From an optimization exercise on the open Yosys and OpenROAD flow, aimed at small area; shortcuts taken in it are not production practice. The RTL was checked by simulation tests, not by an equivalence proof against the original design. In runs 1 and 3 the design's own scripts or RTL, not TritonCTS, make the clock network. No driver is modelled on the clock port, so clock power and skew are understated where the tree is cut down; a real chip needs a root buffer or a tree. Power figures rest on the tool's default switching activity, not on a simulated workload.

File: design/flow/flow/mancts.tcl
# Clock tree built here instead of by clock_tree_synthesis (ORFS calls this
# proc in its CTS step): the clock port drives one root buffer, which drives
# NB leaf buffers; each leaf drives the registers of one group, the groups
# split by position (NX columns by x, each cut into rows by y) and each leaf
# placed at the centre of its group. Detailed placement legalizes them.
proc clock_tree_synthesis { args } {
  set nx 4
  set ny 4
  set leaf_cell sky130_fd_sc_hd__buf_4
  set root_cell sky130_fd_sc_hd__buf_12
  set block [ord::get_db_block]
  set dbu [$block getDbUnitsPerMicron]
  set src [get_full_name [lindex [get_property [lindex [all_clocks] 0] sources] 0]]
  set clk [get_nets $src]
  set net [$block findNet $src]
  set pts {}
  foreach it [$net getITerms] {
    set inst [$it getInst]
    set bb [$inst getBBox]
    set x [expr {([$bb xMin] + [$bb xMax]) / 2.0 / $dbu}]
    set y [expr {([$bb yMin] + [$bb yMax]) / 2.0 / $dbu}]
    lappend pts [list $x $y "[$inst getName]/[[$it getMTerm] getName]"]
  }
  set groups {}
  set cols [lsort -real -index 0 $pts]
  set n [llength $cols]
  for {set i 0} {$i < $nx} {incr i} {
    set col [lrange $cols [expr {$i * $n / $nx}] [expr {($i + 1) * $n / $nx - 1}]]
    set col [lsort -real -index 1 $col]
    set m [llength $col]
    for {set j 0} {$j < $ny} {incr j} {
      lappend groups [lrange $col [expr {$j * $m / $ny}] [expr {($j + 1) * $m / $ny - 1}]]
    }
  }
  set leafs {}
  set g 0
  foreach grp $groups {
    if {[llength $grp] == 0} { continue }
    set sx 0; set sy 0; set pins {}
    foreach p $grp {
      set sx [expr {$sx + [lindex $p 0]}]
      set sy [expr {$sy + [lindex $p 1]}]
      lappend pins [get_pins [lindex $p 2]]
    }
    set cx [expr {$sx / [llength $grp]}]
    set cy [expr {$sy / [llength $grp]}]
    lappend leafs [insert_buffer -buffer_cell $leaf_cell -net $clk -load_pins $pins \
      -location [list $cx $cy] -buffer_name clkbuf_leaf_$g -net_name clknet_leaf_$g]
    incr g
  }
  set pins {}
  set sx 0; set sy 0
  foreach p $pts { set sx [expr {$sx + [lindex $p 0]}]; set sy [expr {$sy + [lindex $p 1]}] }
  foreach b $leafs { lappend pins [get_pins [get_full_name $b]/A] }
  insert_buffer -buffer_cell $root_cell -net $clk -load_pins $pins \
    -location [list [expr {$sx / [llength $pts]}] [expr {$sy / [llength $pts]}]] \
    -buffer_name clkbuf_root -net_name clknet_root
  set_propagated_clock [all_clocks]
  puts "manual clock tree: root $root_cell, [llength $leafs] x $leaf_cell for [llength $pts] registers"
}
File: design/flow/flow/reopt.tcl
# Re-map the combinational logic of the standard synthesis netlist with a
# plain area-oriented ABC script. Every register instance keeps its name and
# cell; only the gates between registers and ports change.
yosys -import
set lib $::env(REOPT_LIB)
# combinational cells as logic, sequential cells as black boxes
read_liberty -overwrite -ignore_miss_func $lib
delete sky130_fd_sc_hd__df* sky130_fd_sc_hd__edf* sky130_fd_sc_hd__sdf* sky130_fd_sc_hd__sedf* sky130_fd_sc_hd__dl* sky130_fd_sc_hd__conb*
read_liberty -lib -ignore_redef $lib
read_verilog $::env(REOPT_IN)
hierarchy -top $::env(REOPT_TOP)
scratchpad -set flatten.separator __
flatten -noscopeinfo
# nets get private names (cells keep theirs)
yosys rename -hide w:* i:* o:* %u %d
opt_clean -purge
# several ABC runs (the script's SEED replaced by 1, 2, ...), the smallest kept
set dontuse [split [string trim [read [open $::env(REOPT_DONTUSE)]]]]
set template [read [open $::env(REOPT_ABC)]]
design -save pre
set best 1e12
foreach seed $::env(REOPT_SEEDS) {
  design -load pre
  set f [open abc_seed_$seed.script w]
  puts $f [string map [list SEED $seed] $template]
  close $f
  yosys abc -script abc_seed_$seed.script -liberty $lib {*}$dontuse
  read_liberty -lib -ignore_redef $lib
  set out [tee -q -s result.string stat -liberty $lib]
  regexp {Chip area for module [^:]*: ([0-9.]+)} $out -> area
  puts "REOPT seed $seed area $area"
  if {$area < $best} {
    set best $area
    design -save best
  }
}
design -load best
puts "REOPT best area $best"
opt_clean -purge
splitnets
opt_clean -purge
hilomap -singleton -hicell sky130_fd_sc_hd__conb_1 HI -locell sky130_fd_sc_hd__conb_1 LO
insbuf -buf sky130_fd_sc_hd__buf_4 A X
tee -o $::env(REOPT_STAT) stat -liberty $lib
check -assert
write_verilog -noattr -nohex -nodec $::env(REOPT_OUT)
File: design/flow/flow/abc.script
strash; &get -n; &deepsyn -T 15 -S SEED; &put; &get -n; &dch -f; &nf -a -R 1000; &put; &get -n; &dch -f; &nf -a -R 1000; &put
File: design/flow/flow/run.sh
#!/bin/bash
# Own layout flow: the standard synthesis, then the combinational logic
# re-mapped for area (registers untouched), then the standard ORFS steps with
# a clock tree of one root and 16 leaf buffers (flow/mancts.tcl) and
# minimum-size port buffers.
set -euo pipefail
W=$PWD
F=$W/flow
R=$W/orfs/results/$FLOW_PLATFORM/traffic_light_controller/base
LIB=$FLOW_HOME/platforms/$FLOW_PLATFORM/lib/sky130_fd_sc_hd__tt_025C_1v80.lib

bash standard.sh synth > $W/log_1_synth.log 2>&1
cp $R/1_2_yosys.v $W/std_1_2_yosys.v

REOPT_LIB=$LIB REOPT_IN=$W/std_1_2_yosys.v REOPT_OUT=$W/reopt.v REOPT_TOP=$FLOW_TOP \
REOPT_ABC=$F/abc.script REOPT_SEEDS="1 2 3 4 5" REOPT_DONTUSE=$F/dontuse.txt REOPT_STAT=$W/reopt_stat.txt \
  yosys -c $F/reopt.tcl > $W/log_2_reopt.log 2>&1

cp $W/reopt.v $R/1_2_yosys.v
rm -f $R/1_synth.odb $R/1_synth.sdc

bash standard.sh \
  "PRE_CTS_TCL=$F/mancts.tcl" \
  "BUFFER_PORTS_ARGS=-buffer_cell sky130_fd_sc_hd__buf_1" \
  finish > $W/log_3_layout.log 2>&1
File: design/flow/flow/dontuse.txt
-dont_use sky130_fd_sc_hd__probe_p_8 -dont_use sky130_fd_sc_hd__probec_p_8 -dont_use sky130_fd_sc_hd__lpflow_bleeder_1 -dont_use sky130_fd_sc_hd__lpflow_clkbufkapwr_1 -dont_use sky130_fd_sc_hd__lpflow_clkbufkapwr_16 -dont_use sky130_fd_sc_hd__lpflow_clkbufkapwr_2 -dont_use sky130_fd_sc_hd__lpflow_clkbufkapwr_4 -dont_use sky130_fd_sc_hd__lpflow_clkbufkapwr_8 -dont_use sky130_fd_sc_hd__lpflow_clkinvkapwr_1 -dont_use sky130_fd_sc_hd__lpflow_clkinvkapwr_16 -dont_use sky130_fd_sc_hd__lpflow_clkinvkapwr_2 -dont_use sky130_fd_sc_hd__lpflow_clkinvkapwr_4 -dont_use sky130_fd_sc_hd__lpflow_clkinvkapwr_8 -dont_use sky130_fd_sc_hd__lpflow_decapkapwr_12 -dont_use sky130_fd_sc_hd__lpflow_decapkapwr_3 -dont_use sky130_fd_sc_hd__lpflow_decapkapwr_4 -dont_use sky130_fd_sc_hd__lpflow_decapkapwr_6 -dont_use sky130_fd_sc_hd__lpflow_decapkapwr_8 -dont_use sky130_fd_sc_hd__lpflow_inputiso0n_1 -dont_use sky130_fd_sc_hd__lpflow_inputiso0p_1 -dont_use sky130_fd_sc_hd__lpflow_inputiso1n_1 -dont_use sky130_fd_sc_hd__lpflow_inputiso1p_1 -dont_use sky130_fd_sc_hd__lpflow_inputisolatch_1 -dont_use sky130_fd_sc_hd__lpflow_isobufsrc_1 -dont_use sky130_fd_sc_hd__lpflow_isobufsrc_16 -dont_use sky130_fd_sc_hd__lpflow_isobufsrc_2 -dont_use sky130_fd_sc_hd__lpflow_isobufsrc_4 -dont_use sky130_fd_sc_hd__lpflow_isobufsrc_8 -dont_use sky130_fd_sc_hd__lpflow_isobufsrckapwr_16 -dont_use sky130_fd_sc_hd__lpflow_lsbuf_lh_hl_isowell_tap_1 -dont_use sky130_fd_sc_hd__lpflow_lsbuf_lh_hl_isowell_tap_2 -dont_use sky130_fd_sc_hd__lpflow_lsbuf_lh_hl_isowell_tap_4 -dont_use sky130_fd_sc_hd__lpflow_lsbuf_lh_isowell_4 -dont_use sky130_fd_sc_hd__lpflow_lsbuf_lh_isowell_tap_1 -dont_use sky130_fd_sc_hd__lpflow_lsbuf_lh_isowell_tap_2 -dont_use sky130_fd_sc_hd__lpflow_lsbuf_lh_isowell_tap_4 
File: design/flow/design.v
module traffic_light_controller(
    input clk_in,
    input rst,
    input sw0,
    input sw1,
    input [2:0] btn,
    output reg [6:0] seg,
    output red,
    output yellow,
    output green,
    output red2,
    output yellow2,
    output green2
);
localparam RED = 2'd0, GREEN = 2'd1, YELLOW = 2'd2;
localparam L_OFF = 2'd0, L_R = 2'd1, L_Y = 2'd2, L_G = 2'd3;
reg [1:0] ml, sl;        
assign red     = ml[0] & ~ml[1];
assign yellow  = ml[1] & ~ml[0];
assign green   = ml[0] & ml[1];
assign red2    = sl[0] & ~sl[1];
assign yellow2 = sl[1] & ~sl[0];
assign green2  = sl[0] & sl[1];
reg [3:0] p;                        
wire tick = (p == 4'd15);
always @(posedge clk_in)
    if (rst) p <= 4'd15;
    else     p <= p + 4'd1;
reg rst_d;      
reg fresh;      
always @(posedge clk_in) begin
    rst_d <= rst;
    fresh <= rst | (fresh & ~(tick & ~rst_d));
end
wire c0     = (p == 4'd0);             
wire c1     = (p == 4'd1);             
wire c2     = (p == 4'd2);             
wire act_t8 = ~p[3];                   
wire act_t4 = p[3] & ~p[2];            
wire act_t  = ~(p[3] & p[2]);          
wire act_c2 = ~p[3] & ~p[2] & p[1];    
wire act_c8 = p[3] ^ p[2];             
wire act_c  = act_c2 | act_c8;         
reg       q_up;              
reg       q_tclr;            
reg       q_cclr;            
reg       q_cload;           
wire      rot = q_tclr & ~q_cclr;    
wire [3:0] s0_lo, s1_lo, s2_lo;
wire s0n0, s0n1, s1n0, s1n1, s2n0, s2n1;
wire s0h0, s0h1, s1h0, s1h1, s2h0, s2h1;
reg  en0, en1, en2;          
tl_time u_s0 (.clk(clk_in), .tick(tick), .fresh(fresh), .k0(c1), .k1(c0),
              .rot(rot), .r0(s1h0), .r1(s1h1), .en(en0), .up(q_up),
              .h0(s0h0), .h1(s0h1), .n0(s0n0), .n1(s0n1), .lo(s0_lo));
tl_time u_s1 (.clk(clk_in), .tick(tick), .fresh(fresh), .k0(1'b0), .k1(c0),
              .rot(rot), .r0(s2h0), .r1(s2h1), .en(en1), .up(q_up),
              .h0(s1h0), .h1(s1h1), .n0(s1n0), .n1(s1n1), .lo(s1_lo));
tl_time u_s2 (.clk(clk_in), .tick(tick), .fresh(fresh), .k0(c0), .k1(1'b0),
              .rot(rot), .r0(s0h0), .r1(s0h1), .en(en2), .up(q_up),
              .h0(s2h0), .h1(s2h1), .n0(s2n0), .n1(s2n1), .lo(s2_lo));
reg [1:0] st;
reg [7:0] te8, to8;      
reg [3:0] te4, to4;      
reg       tc;            
wire ta0 = (act_t8 ? te8[0] : te4[0]) & ~(fresh | q_tclr);
wire ta1 = (act_t8 ? to8[0] : to4[0]) & ~(fresh | q_tclr);
wire tn0 = ta0 ^ tc;
wire tk  = tc & ta0;
wire tn1 = ta1 ^ tk;
reg  t_inc;
always @(posedge clk_in) begin
    tc  <= tick ? t_inc : (tk & ta1);
    te8 <= {act_t8 ? tn0 : te8[0], te8[7:1]};
    to8 <= {act_t8 ? tn1 : to8[0], to8[7:1]};
    te4 <= {act_t4 ? tn0 : te4[0], te4[3:1]};
    to4 <= {act_t4 ? tn1 : to4[0], to4[3:1]};
end
wire tb0 = act_t & tn0;
wire tb1 = act_t & tn1;
reg tz3;
always @(posedge clk_in)
    tz3 <= c1 ? ~tn1 : tz3 & ~(act_t & (tn0 | tn1));
reg [3:0] clo;           
reg       cz;            
reg [1:0] ce2, co2;      
reg [7:0] ce8, co8;      
reg       cbr;           
wire ca0 = (act_c2 & ce2[0] | act_c8 & ce8[0]) & ~(fresh | q_cclr);
wire ca1 = (act_c2 & co2[0] | act_c8 & co8[0]) & ~(fresh | q_cclr);
wire ck  = cbr & ~ca0;
wire cn0 = q_cload ? (rot ? s0n0 : s1n0) : ca0 ^ cbr;
wire cn1 = q_cload ? (rot ? s0n1 : s1n1) : ca1 ^ ck;
reg  c_b;
always @(posedge clk_in) begin
    cbr <= tick ? c_b : (ck & ~ca1);
    ce2 <= {act_c2 ? cn0 : ce2[0], ce2[1]};
    co2 <= {act_c2 ? cn1 : co2[0], co2[1]};
    ce8 <= {act_c8 ? cn0 : ce8[0], ce8[7:1]};
    co8 <= {act_c8 ? cn1 : co8[0], co8[7:1]};
end
reg c1f;
always @(posedge clk_in)
    c1f <= c2 ? cn0 & ~cn1 : c1f & ~(act_c & (cn0 | cn1));
reg lz, l1, lf;
always @(posedge clk_in) begin
    lz <= c2 ? ~s1n0 & ~s1n1 : lz & ~(act_c & (s1n0 | s1n1));
    l1 <= c2 ? s1n0 & ~s1n1  : l1 & ~(act_c & (s1n0 | s1n1));
    lf <= c2 ? s1n0 & s1n1   : lf & ~(act_c & ~(s1n0 & s1n1));
end
reg db;                  
reg dz, dones;           
wire d0  = tb0 ^ s0n0 ^ db;
wire db1 = (~tb0 & s0n0) | (~(tb0 ^ s0n0) & db);
wire d1  = tb1 ^ s0n1 ^ db1;
always @(posedge clk_in) begin
    db <= ~tick & ((~tb1 & s0n1) | (~(tb1 ^ s0n1) & db1));
    if (c0) begin
        dz    <= 1'b1;
        dones <= 1'b1;
    end else begin
        dz    <= dz & ~d0 & ~d1;
        dones <= dones & d0 & d1;
    end
end
wire [1:0] dlo = {to8[1] ^ s0_lo[1] ^ (~te8[1] & s0_lo[0]), te8[1] ^ s0_lo[0]};
wire dz_f  = ~rst_d & dz & ~d0 & ~d1;
wire do_f  = ~rst_d & dones & d0 & d1;
wire is_m1 = do_f & (dlo == 2'd3);
wire is_0  = dz_f & (dlo == 2'd0);
wire is_1  = dz_f & (dlo == 2'd1);
wire is_2  = dz_f & (dlo == 2'd2);
wire [2:0] tlo = rst_d ? 3'd0 : {te8[2], to8[1], te8[1]};
wire tz  = rst_d | tz3;
wire t_0 = tz & (tlo == 3'd0);
wire t_1 = tz & (tlo == 3'd1);
wire t_2 = tz & (tlo == 3'd2);
wire t_4 = tz & (tlo == 3'd4);
reg b0, b1, b2;
always @(*) begin
    case (st)
        GREEN:   begin b0 = btn[2]; b1 = btn[1]; b2 = btn[0]; end
        YELLOW:  begin b0 = btn[1]; b1 = btn[0]; b2 = btn[2]; end
        default: begin b0 = btn[0]; b1 = btn[2]; b2 = btn[1]; end
    endcase
end
wire eq_a = ~b0 ? is_0 : (sw1 ? is_1 : is_m1);    
wire eq_b = ~b0 ? is_1 : (sw1 ? is_2 : is_0);     
wire       ld    = ~sw0 & eq_a;
wire [3:0] a_op  = ld ? s1_lo : clo;
wire       a_inc = ld & b1 & sw1;
wire       a_dec = ~ld | (b1 & ~sw1);
wire [3:0] a_sum = a_op + {a_dec, a_dec, a_dec, a_dec | a_inc};
wire       a_cy  = a_inc & (a_op == 4'd15);
wire       a_bw  = a_dec & (a_op == 4'd0);
wire       c_bw  = ~ld & a_bw;
wire       a_z   = ld ? (a_cy ? lf : a_bw ? l1 : lz) : (a_bw ? c1f & ~rst_d : cz);
wire go   = ~sw0 & eq_a & (st != YELLOW);                
wire back = ~sw0 & ~eq_a & eq_b & (st == YELLOW);         
wire move = go | back;
always @(*) begin
    t_inc = sw0 ? t_0 : ~move;
    c_b   = ~sw0 & ~eq_a & ~back & c_bw;
    en0   = move ? b1 : b0;
    en1   = move ? b2 : b1;
    en2   = move ? b0 : b2;
end
always @(posedge clk_in) begin
    if (tick) begin
        q_up    <= sw1;
        q_tclr  <= sw0 | move;
        q_cclr  <= sw0;
        q_cload <= ld;
    end
    if (rst) begin
        st <= RED;
        clo <= 4'd6;
        cz  <= 1'b1;
        ml <= L_R;
        sl <= L_G;
    end else if (tick) begin
        clo     <= a_sum;
        cz      <= a_z;
        if (sw0) begin
            clo    <= 4'd10;
            cz     <= 1'b1;
            ml <= (t_1 & ~yellow) ? L_Y : L_OFF;
            sl <= (t_1 & yellow2) ? L_OFF : L_Y;
        end else begin
            if (eq_a) begin
            end
            case (st)
                GREEN: begin
                    if (eq_a) begin
                        st <= YELLOW;
                        ml <= L_Y; sl <= L_R;
                    end
                end
                YELLOW: begin
                    if (eq_a) begin
                        ml <= L_R; sl <= L_R;
                    end else if (eq_b) begin
                        st <= RED;
                        clo <= clo;
                        cz  <= cz;
                        ml <= L_R; sl <= L_G;
                    end
                end
                default: begin
                    if (t_2) sl <= L_Y;
                    if (t_4) sl <= L_R;
                    if (eq_a) begin
                        st <= GREEN;
                        ml <= L_G; sl <= L_R;
                    end
                end
            endcase
        end
    end
end
localparam [15:0] SEG_A = 16'hfc12, SEG_B = 16'hfc60, SEG_C = 16'hfc04,
                  SEG_D = 16'hfc92, SEG_E = 16'hfeba, SEG_F = 16'hfc8e,
                  SEG_G = 16'hfc83;
always @(*) begin
    seg[0] = ~cz | SEG_A[clo];
    seg[1] = ~cz | SEG_B[clo];
    seg[2] = ~cz | SEG_C[clo];
    seg[3] = ~cz | SEG_D[clo];
    seg[4] = ~cz | SEG_E[clo];
    seg[5] = ~cz | SEG_F[clo];
    seg[6] = ~cz | SEG_G[clo];
end
endmodule
module tl_time(
    input clk,
    input tick,          
    input fresh,         
    input k0,
    input k1,
    input rot,           
    input r0,
    input r1,
    input en,            
    input up,            
    output h0,           
    output h1,
    output n0,           
    output n1,
    output [3:0] lo      
);
reg [15:0] e, o;
reg cy;
assign h0 = e[0];
assign h1 = o[0];
wire a0 = fresh ? k0 : (rot ? r0 : e[0]);
wire a1 = fresh ? k1 : (rot ? r1 : o[0]);
assign n0 = a0 ^ cy;
wire k = cy & ~(a0 ^ up);
assign n1 = a1 ^ k;
always @(posedge clk) begin
    cy <= tick ? en : (k & ~(a1 ^ up));
    e <= {n0, e[15:1]};
    o <= {n1, o[15:1]};
end
assign lo = {o[2], e[2], o[1], e[1]};
endmodule
File: design/flow/constraint.sdc
create_clock -name core_clock -period 8.0 [get_ports {clk_in}]
set_input_delay 1.6000 -clock core_clock [delete_from_list [all_inputs] [get_ports {clk_in}]]
set_output_delay 1.6000 -clock core_clock [all_outputs]
set_load 0.01 [all_outputs]
File: design/flow/config.mk
export PLATFORM = sky130hd
export DESIGN_NAME = traffic_light_controller
export DESIGN_NICKNAME = traffic_light_controller
export VERILOG_FILES = /design/flow/design.v
export SDC_FILE = /design/flow/constraint.sdc
export NUM_CORES = 4
export LEC_CHECK = 0
export ABC_AREA = 1
export CAP_MARGIN = 20
export CORE_MARGIN = 2
export CORE_UTILIZATION = 85
export SLEW_MARGIN = 20
File: design/flow/standard.sh
#!/bin/bash
# synth_recipe.tcl (not shown) runs the flow's synth.tcl, then flattens the netlist and writes it again
# the make line also repeats each setting of config.mk as NAME=value (left out here)
make -C /OpenROAD-flow-scripts/flow DESIGN_CONFIG=/design/flow/config.mk WORK_HOME=/design/flow/orfs CLKGATE_MAP_FILE= SYNTH_SCRIPT=/design/flow/synth_recipe.tcl "${@:-finish}"
==> run_results.csv, run 1 <==
group,metric,value,unit
clock_network,path_clk_slew,0.12,ns
setup_path,crit_start,"q_cclr",
placed_design,gp_congestion,0.9038,
floorplanning,rows,28,
timing,maxSlewHeadroom,40.15,%
detailed_routing,routed_wl,14190,um
grt,grt_pass1_vias,3864,
setup_path,r2r_slack,2.16,ns
clock_network,cts_resized,0,
worst_hold_path,hp-start,"u_s2.o[13]",
grt,antenna_found_initial,2,
grt,grt_max_degree,18,
setup_path,critical_path_class,"reg2reg",
power_and_ir_drop,power.total,0.001969,W
flow_run,maxCapViolCount,0,
grt,grt-ovfl-total,0,
setup_path,critPathBufInv,0,
placed_design,port-buffer-count,19,
timing,period_share,72.94,%
detailed_routing,vias,4018,
finish,final_cells,556,
logic_synthesis,syn_area,5065,um^2
worst_hold_path,min_path_cells,0,
timing,worstMarginPinSlew,0.8977,ns
clock_network,post_cts_buffers,0,
detailed_routing,drt-wirelength-per-cell,25.53,um
setup_path,r2r_cells,21,
floorplanning,ios,20,
worst_hold_path,min_to,"u_s2.o[12]",
clock_network,hold_buffers,0,
clock_network,clk_latency,0.35,ns
timing,rsz0062_at_grt,"no",
timing,final.setup.tns,0,ns
floorplanning,dieArea,6592,um^2
setup_path,path_cells,"nor2b_1 > nand2b_1 > o22ai_1 > a21oi_1 > nor3b_1 > nor2_1 > xor2_1 > xnor2_1 > nand2_1 > a21oi_1 > o21ai_0 > o32a_1 > a211o_1 > nor2_1 > nand2_1 > o21ai_0 > nand2_1 > mux2i_1 > a31oi_1 > a41oi_1 > a21oi_1",
detailed_routing,dr.pass1.iters,6,
finish,area_delta_synth_final,6.028,%
setup_path,cp_max_fo,6,
power_and_ir_drop,peakVddDrop,0.0003544,V
timing,skew,0.02575,ns
finish,antennaDiodeCount,0,
floorplanning,core_area,5851,um^2
setup_path,worstPathRequired,8.23,ns
placed_design,placed_area,5230,um^2
run_status,status,"finished clean",
detailed_routing,drt_iter0_markers,569,
floorplanning,start_util,86.57,%
timing,setup_viol,0,
finish,finalInstanceArea,5370,um^2
timing,min_period,5.836,ns
detailed_routing,antenna_left,0,
logic_synthesis,synth_cells,445,
grt,grt_first_pass_wirelength,21300,um
finish,layout-drive-gt1-share,3.534,%
setup_path,r2r_start,"q_cclr",
power_and_ir_drop,power.leakage,2.104,nW
placed_design,dp_hpwl,8250,um
timing,finalHoldViolations,0,
detailed_routing,via_per_inst,7.227,
setup_path,rr_endpoint,"cz",
setup_path,worst_setup_path_end_kind,"flip-flop",
power_and_ir_drop,power.density,366.6,nW/um^2
setup_path,cp.arrival,6.07,ns
setup_path,cp_slowest_cell,"edfxtp_1",
logic_synthesis,yosys_warnings,2,
floorplanning,die_h,81.19,um
setup_path,start_kind,"flip-flop",
grt,grtUsageTotal,44.18,%
finish,finalNetCount,490,
detailed_routing,drc_errors,0,
floorplanning,dieWidth,81.19,um
setup_path,max_stage_delay,0.52,ns
logic_synthesis,syn_nets,452,
timing,clock.fmax,171.4,MHz
setup_path,cpLargestDelayFamily,"simple AND/OR/NAND/NOR gates",
placed_design,place_inst,539,
worst_hold_path,hp-class,"reg2reg",
logic_synthesis,synth_area_per_cell,11.38,um^2
timing,drv_slew,0,
## sequential cells by signal, summed over array words and instances, names as in the netlist, 8 cells and up
name    count
u_s1.o     16
u_s0.e     16
te8         8
u_s0.o     16
co8         8
to8         8
u_s2.e     16
ce8         8
u_s2.o     16
u_s1.e     16
## area by class of cell, without the clock buffers
class | instances | area [um^2]
flip-flops and latches | 174 | 3523
multi-input cells | 261 | 1504
repair buffers | 19 | 71.32
fillers | 174 | 480.5
well taps | 75 | 93.84
inverters | 10 | 37.54
## routing by layer
| metal | track usage, % | share of wire, % | routed length, um | up-vias |
|---|---|---|---|---|
| met5 | 8.333 | 0 | 0 | - |
| met4 | 25.59 | 8.0 | 1132 | 0 |
| met3 | 18.78 | 14 | 2035 | 161 |
| met2 | 68.35 | 44 | 6245 | 463 |
| met1 | 50.82 | 34 | 4779 | 1784 |
| li1 | - | - | - | 1610 |
## worst max-delay path by stage
stage | to | slack [ns] | cells after the start
CTS | cz | 2.84 | 21
global route | cz | 2.11 | 21
floorplan | cz | 4.24 | 13
detailed placement | st[0] | 3.30 | 11
finish | cz | 2.16 | 21
global placement | sl[1] | 3.61 | 14
## power breakdown
group / internal (W) / switching, W / leakage, nW
combinational: 0.0000985 / 0.000207 / 0.566
sequential: 0.00114 / 0.000146 / 1.45
clock: 0.000123 / 0.000257 / 0.0863
## metrics by stage
stage	worst slack, ns	hold WS, ns	util, %
after detailed placement	3.301	0.3121	89.39
after floorplan	4.236	0.3096	-
after global routing	2.110	0.3297	91.79
after global placement	3.608	0.3099	89.39
after CTS	2.835	0.3238	91.79
final	2.164	0.3125	91.79
## worst register-to-register path: cells and delay by family, from the launching register on
| family | cells | cell delay (ns) |
|---|---|---|
| AOI/OAI and AO/OA | 10 | 2.15 |
| DFF | 1 | 0.52 |
| xor gates and xnor gates | 2 | 0.62 |
| muxes | 1 | 0.24 |
| and+or+nand+nor | 8 | 2.20 |
## cells in the final DEF (no fill, tap or decap), types with 3 or more instances in the layout
cell	count
mux2i_1	3
o211ai_1	4
edfxtp_1	4
nor2b_1	10
or3_1	3
buf_4	16
nand2b_1	12
a22o_1	5
o221ai_1	5
a21o_1	4
nor3_1	8
nor2_1	37
buf_1	19
and3_1	4
xor2_1	9
o22ai_1	4
o21ai_0	27
o21bai_1	5
xnor2_1	10
clkinv_1	10
a31oi_1	5
o31ai_1	3
nand3_1	5
dfxtp_1	170
nand2_1	41
a21oi_1	28
and2_0	5
==> run 2: changes to the inputs <==
--- a/design/flow/flow/mancts.tcl
+++ b/design/flow/flow/mancts.tcl
@@ -58,3 +58,24 @@
   set_propagated_clock [all_clocks]
   puts "manual clock tree: root $root_cell, [llength $leafs] x $leaf_cell for [llength $pts] registers"
+  # a leaf whose registers see a slow clock edge gets the next larger buffer
+  estimate_parasitics -placement
+  foreach b $leafs {
+    set name [get_full_name $b]
+    foreach cell $::mancts_upsizes {
+      set worst 0
+      foreach pin [get_pins -of_objects [get_nets -of_objects [get_pins $name/X]]] {
+        if {[get_property $pin direction] ne "input"} { continue }
+        foreach e {slew_max_rise slew_max_fall} {
+          set v [get_property $pin $e]
+          if {$v > $worst} { set worst $v }
+        }
+      }
+      if {$worst <= $::mancts_slew_target} { break }
+      puts "manual clock tree: $name slew $worst, now $cell"
+      replace_cell [get_cells $name] $cell
+      estimate_parasitics -placement
+    }
+  }
 }
+set mancts_slew_target 0.095
+set mancts_upsizes {sky130_fd_sc_hd__buf_6 sky130_fd_sc_hd__buf_8}
--- a/design/flow/config.mk
+++ b/design/flow/config.mk
@@ -9,4 +9,4 @@
 export CAP_MARGIN = 20
 export CORE_MARGIN = 2
-export CORE_UTILIZATION = 85
+export CORE_UTILIZATION = 75
 export SLEW_MARGIN = 20
==> run_results.csv, run 2 <==
group,metric,value,unit
run_status,status,"stopped before the end",
run_status,stop_stage,"clock tree synthesis (4_1_cts)",
run_status,toolErrorMsg,"Error: cts.tcl, 36 can't read \"::mancts_upsizes\": no such variable",
floorplanning,dieWidth,86.18,um
floorplanning,rows,29,
placed_design,place_inst,541,
floorplanning,die_h,86.18,um
floorplanning,start_util,78.86,%
logic_synthesis,syn_nets,452,
logic_synthesis,synth_area_per_cell,11.38,um^2
placed_design,port-buffer-count,19,
placed_design,dp_hpwl,7164,um
logic_synthesis,synth_cells,445,
logic_synthesis,syn_area,5065,um^2
placed_design,gp_congestion,0.8896,
logic_synthesis,yosys_warnings,2,
floorplanning,ios,20,
-- run 2: metrics by stage --
step | setup slack [ns] | hold slack (ns) | util (%) | total power, W | instance area (um^2)
global placement | 3.527 | 0.3095 | 81.47 | 0.001490 | 5233
detailed placement | 3.432 | 0.3121 | 81.47 | 0.001522 | 5233
floorplan | 4.236 | 0.3096 | - | 0.001406 | 5065
-- run 2: power groups by stage --
stage,Combinational [W],Clock (W),Sequential (W)
2_1_floorplan,0.000183,0,0.00122
3_3_place_gp,0.000235,0,0.00125
3_5_place_dp,0.000249,0,0.00127
-- run 2: worst max path at each step --
stage	from	end	slack (ns)	cells past startpoint
after floorplan	btn[1]	cz	4.24	13
after global placement	btn[1]	sl[1]	3.53	14
after detailed placement	btn[1]	sl[1]	3.43	14
==> run 3: changes to the inputs <==
--- a/design/flow/flow/mancts.tcl
+++ b/design/flow/flow/mancts.tcl
@@ -9,4 +9,8 @@
   set leaf_cell sky130_fd_sc_hd__buf_4
   set root_cell sky130_fd_sc_hd__buf_12
+  # leaves whose registers see a clock slew above this (ns, estimated from
+  # placement) get the next larger buffer
+  set slew_target 0.095
+  set upsizes {sky130_fd_sc_hd__buf_6 sky130_fd_sc_hd__buf_8}
   set block [ord::get_db_block]
   set dbu [$block getDbUnitsPerMicron]
@@ -62,5 +66,5 @@
   foreach b $leafs {
     set name [get_full_name $b]
-    foreach cell $::mancts_upsizes {
+    foreach cell $upsizes {
       set worst 0
       foreach pin [get_pins -of_objects [get_nets -of_objects [get_pins $name/X]]] {
@@ -71,5 +75,5 @@
         }
       }
-      if {$worst <= $::mancts_slew_target} { break }
+      if {$worst <= $slew_target} { break }
       puts "manual clock tree: $name slew $worst, now $cell"
       replace_cell [get_cells $name] $cell
@@ -78,4 +82,3 @@
   }
 }
-set mancts_slew_target 0.095
-set mancts_upsizes {sky130_fd_sc_hd__buf_6 sky130_fd_sc_hd__buf_8}
+
==> run_results.csv, run 3 <==
group,metric,value,unit
grt,grt_first_pass_wirelength,16860,um
timing,worstMarginPinSlew,0.7832,ns
setup_path,start_kind,"flip-flop",
setup_path,max_stage_delay,0.54,ns
power_and_ir_drop,switching_share,27.99,%
logic_synthesis,synth_cells,445,
timing,maxSlewHeadroom,47.79,%
power_and_ir_drop,seq_power_share,66.4,%
setup_path,worst_setup_path_end_kind,"flip-flop",
flow_run,maxCapViolCount,0,
grt,grtUsageTotal,28.72,%
timing,setup_viol,0,
floorplanning,core_area,6422,um^2
finish,finalNetCount,490,
grt,grt-ovfl-total,0,
setup_path,critical_path_class,"reg2reg",
setup_path,crit_start,"q_tclr",
timing,drv_slew,0,
setup_path,rr_endpoint,"cz",
detailed_routing,dr.pass1.iters,5,
floorplanning,ios,20,
setup_path,r2r_cells,21,
logic_synthesis,syn_nets,452,
setup_path,cp-endpoint,"cz",
placed_design,dp_hpwl,7164,um
finish,n_fill_cell,324,
setup_path,path_cells,"nor2b_1 > nand2b_1 > o22ai_1 > a21oi_1 > nor3b_1 > nor2_1 > xor2_1 > xnor2_1 > nand2_1 > a21oi_1 > o21ai_0 > o32a_1 > a211o_1 > nor2_1 > nand2_1 > o21ai_0 > nand2_1 > mux2i_1 > a31oi_1 > a41oi_1 > a21oi_1",
grt,grt_pass1_vias,3366,
worst_hold_path,hp-class,"reg2reg",
placed_design,pre_cts_ws,3.432,ns
timing,clock.fmax,216.0,MHz
placed_design,placed_area,5233,um^2
detailed_routing,drc_errors,0,
power_and_ir_drop,p_clk_share,20.1,%
power_and_ir_drop,power.leakage,2.110,nW
finish,finalInstanceArea,5391,um^2
floorplanning,start_util,78.86,%
logic_synthesis,syn_area,5065,um^2
clock_network,hold_buffers,0,
setup_path,worstPathRequired,8.20,ns
finish,mostFrequentLayoutCell,"dfxtp_1",
detailed_routing,routed_wl,10640,um
setup_path,cp_slowest_cell,"edfxtp_1",
power_and_ir_drop,combPwrFrac,13.5,%
setup_path,cp_max_fo,6,
placed_design,gp_congestion,0.8896,
power_and_ir_drop,internal_power,0.001374,W
grt,grt_max_degree,18,
power_and_ir_drop,p_switching,0.0005341,W
finish,layout-drive-gt1-share,3.534,%
floorplanning,die_h,86.18,um
clock_network,cts_resized,0,
clock_network,clk_latency,0.33,ns
timing,fin_ws,3.371,ns
placed_design,port-buffer-count,19,
detailed_routing,drt-wirelength-per-cell,19.07,um
setup_path,r2r_start,"q_tclr",
floorplanning,dieArea,7426,um^2
logic_synthesis,yosys_warnings,2,
detailed_routing,vias,3519,
setup_path,r2r_slack,3.37,ns
logic_synthesis,synth_area_per_cell,11.38,um^2
grt,antenna_found_initial,0,
timing,min_period,4.629,ns
finish,area_delta_synth_final,6.448,%
finish,antennaDiodeCount,0,
floorplanning,dieWidth,86.18,um
timing,skew,0.02639,ns
power_and_ir_drop,peakVddDrop,0.0003131,V
power_and_ir_drop,power.density,353.9,nW/um^2
floorplanning,rows,29,
finish,final_util,83.95,%
detailed_routing,drt_iter0_markers,366,
setup_path,cp.arrival,4.83,ns
timing,final.setup.tns,0,ns
run_status,status,"finished clean",
timing,finalHoldViolations,0,
clock_network,post_cts_buffers,0,
clock_network,path_clk_slew,0.09,ns
timing,rsz0062_at_grt,"no",
detailed_routing,via_per_inst,6.306,
detailed_routing,antenna_left,0,
timing,period_share,57.87,%
finish,final_cell_mix,"dfxtp_1, nand2_1, nor2_1",
==> run 3: power groups by stage <==
stage | sequential (W) | combinational, W | clock [W]
after floorplan | 0.00122 | 0.000183 | 0
after global placement | 0.00125 | 0.000235 | 0
after detailed placement | 0.00127 | 0.000249 | 0
after CTS | 0.00126 | 0.000253 | 0.000382
after global routing | 0.00128 | 0.000281 | 0.000410
final | 0.00127 | 0.000258 | 0.000383
==> run 3: worst min-delay path by stage <==
stage	slack, ns	startpoint	endpoint	cells past startpoint
final	0.31	u_s0.e[4]	u_s0.e[3]	0
after floorplan	0.31	ce2[1]	ce2[0]	0
after global placement	0.31	u_s0.e[10]	u_s0.e[9]	0
after CTS	0.31	u_s0.e[4]	u_s0.e[3]	0
after global routing	0.32	te4[1]	te4[0]	0
after detailed placement	0.31	co8[1]	co8[0]	0
==> run 3: final cells by class, without the clock buffers <==
type	count	area (um^2)	share of cell area (%)
inverters	10	37.54	0.6962
multi-input cells	261	1504	27.90
flip-flops and latches	174	3523	65.35
well taps	77	96.34	1.787
repair buffers	19	71.32	1.323
==> run 3: metrics by stage <==
step | cells | hold slack [ns] | total power, W
5_1_grt | 558 | 0.3168 | 0.001973
3_3_place_gp | 541 | 0.3095 | 0.001490
6_report | 558 | 0.3150 | 0.001908
4_1_cts | 558 | 0.3087 | 0.001897
2_1_floorplan | 445 | 0.3096 | 0.001406
3_5_place_dp | 541 | 0.3121 | 0.001522
==> run 3: critical path: cells and delay by family (launching register included) <==
kind | cells | cell delay (ns)
and+or+nand+nor | 8 | 1.69
DFF | 1 | 0.54
muxes | 1 | 0.19
AOI/OAI and AO/OA | 10 | 1.57
xor gates and xnor gates | 2 | 0.54
==> run 3: metal layers <==
layer	vias to the layer above	global-route usage, %	wire, um
met4	0	9.943	438
met2	231	49.40	5029
met3	53	3.429	814
met5	-	0	0
li1	1612	-	-
met1	1623	38.04	4361

-- static timing again, ports no longer ideal --
In the flow no input, the clock included, has a driving cell. The finished layouts below were timed again as built, in two steps. Step 1 sets driving cells, clkbuf_16 on the clock port and buf_2 on the other inputs (assumed; they add their load-dependent delay and slew). Step 2 adds t to the input delays and takes it off the output delays; t is the mean of the earliest and latest rising clock arrival at the registers after step 1. Input paths then give back, and output paths get back, about the clock's delay inside the block. Three values: ideal ports, drivers, drivers and shift; two values: the first two.
run	shift t [ns]	slack for setup (ns)	clock arrival spread, ns	worst slew at a driven data input, ns
run 1	0.370	2.164 / 2.164 / 2.164	0.029 / 0.029	0.03
run 3	0.354	3.371 / 3.371 / 3.280	0.026 / 0.026	0.03
After both steps every run listed still meets setup and hold. For run 3, which loses most, drivers alone change the setup slack by 0.000 ns; drivers and shift together by -0.091 ns.
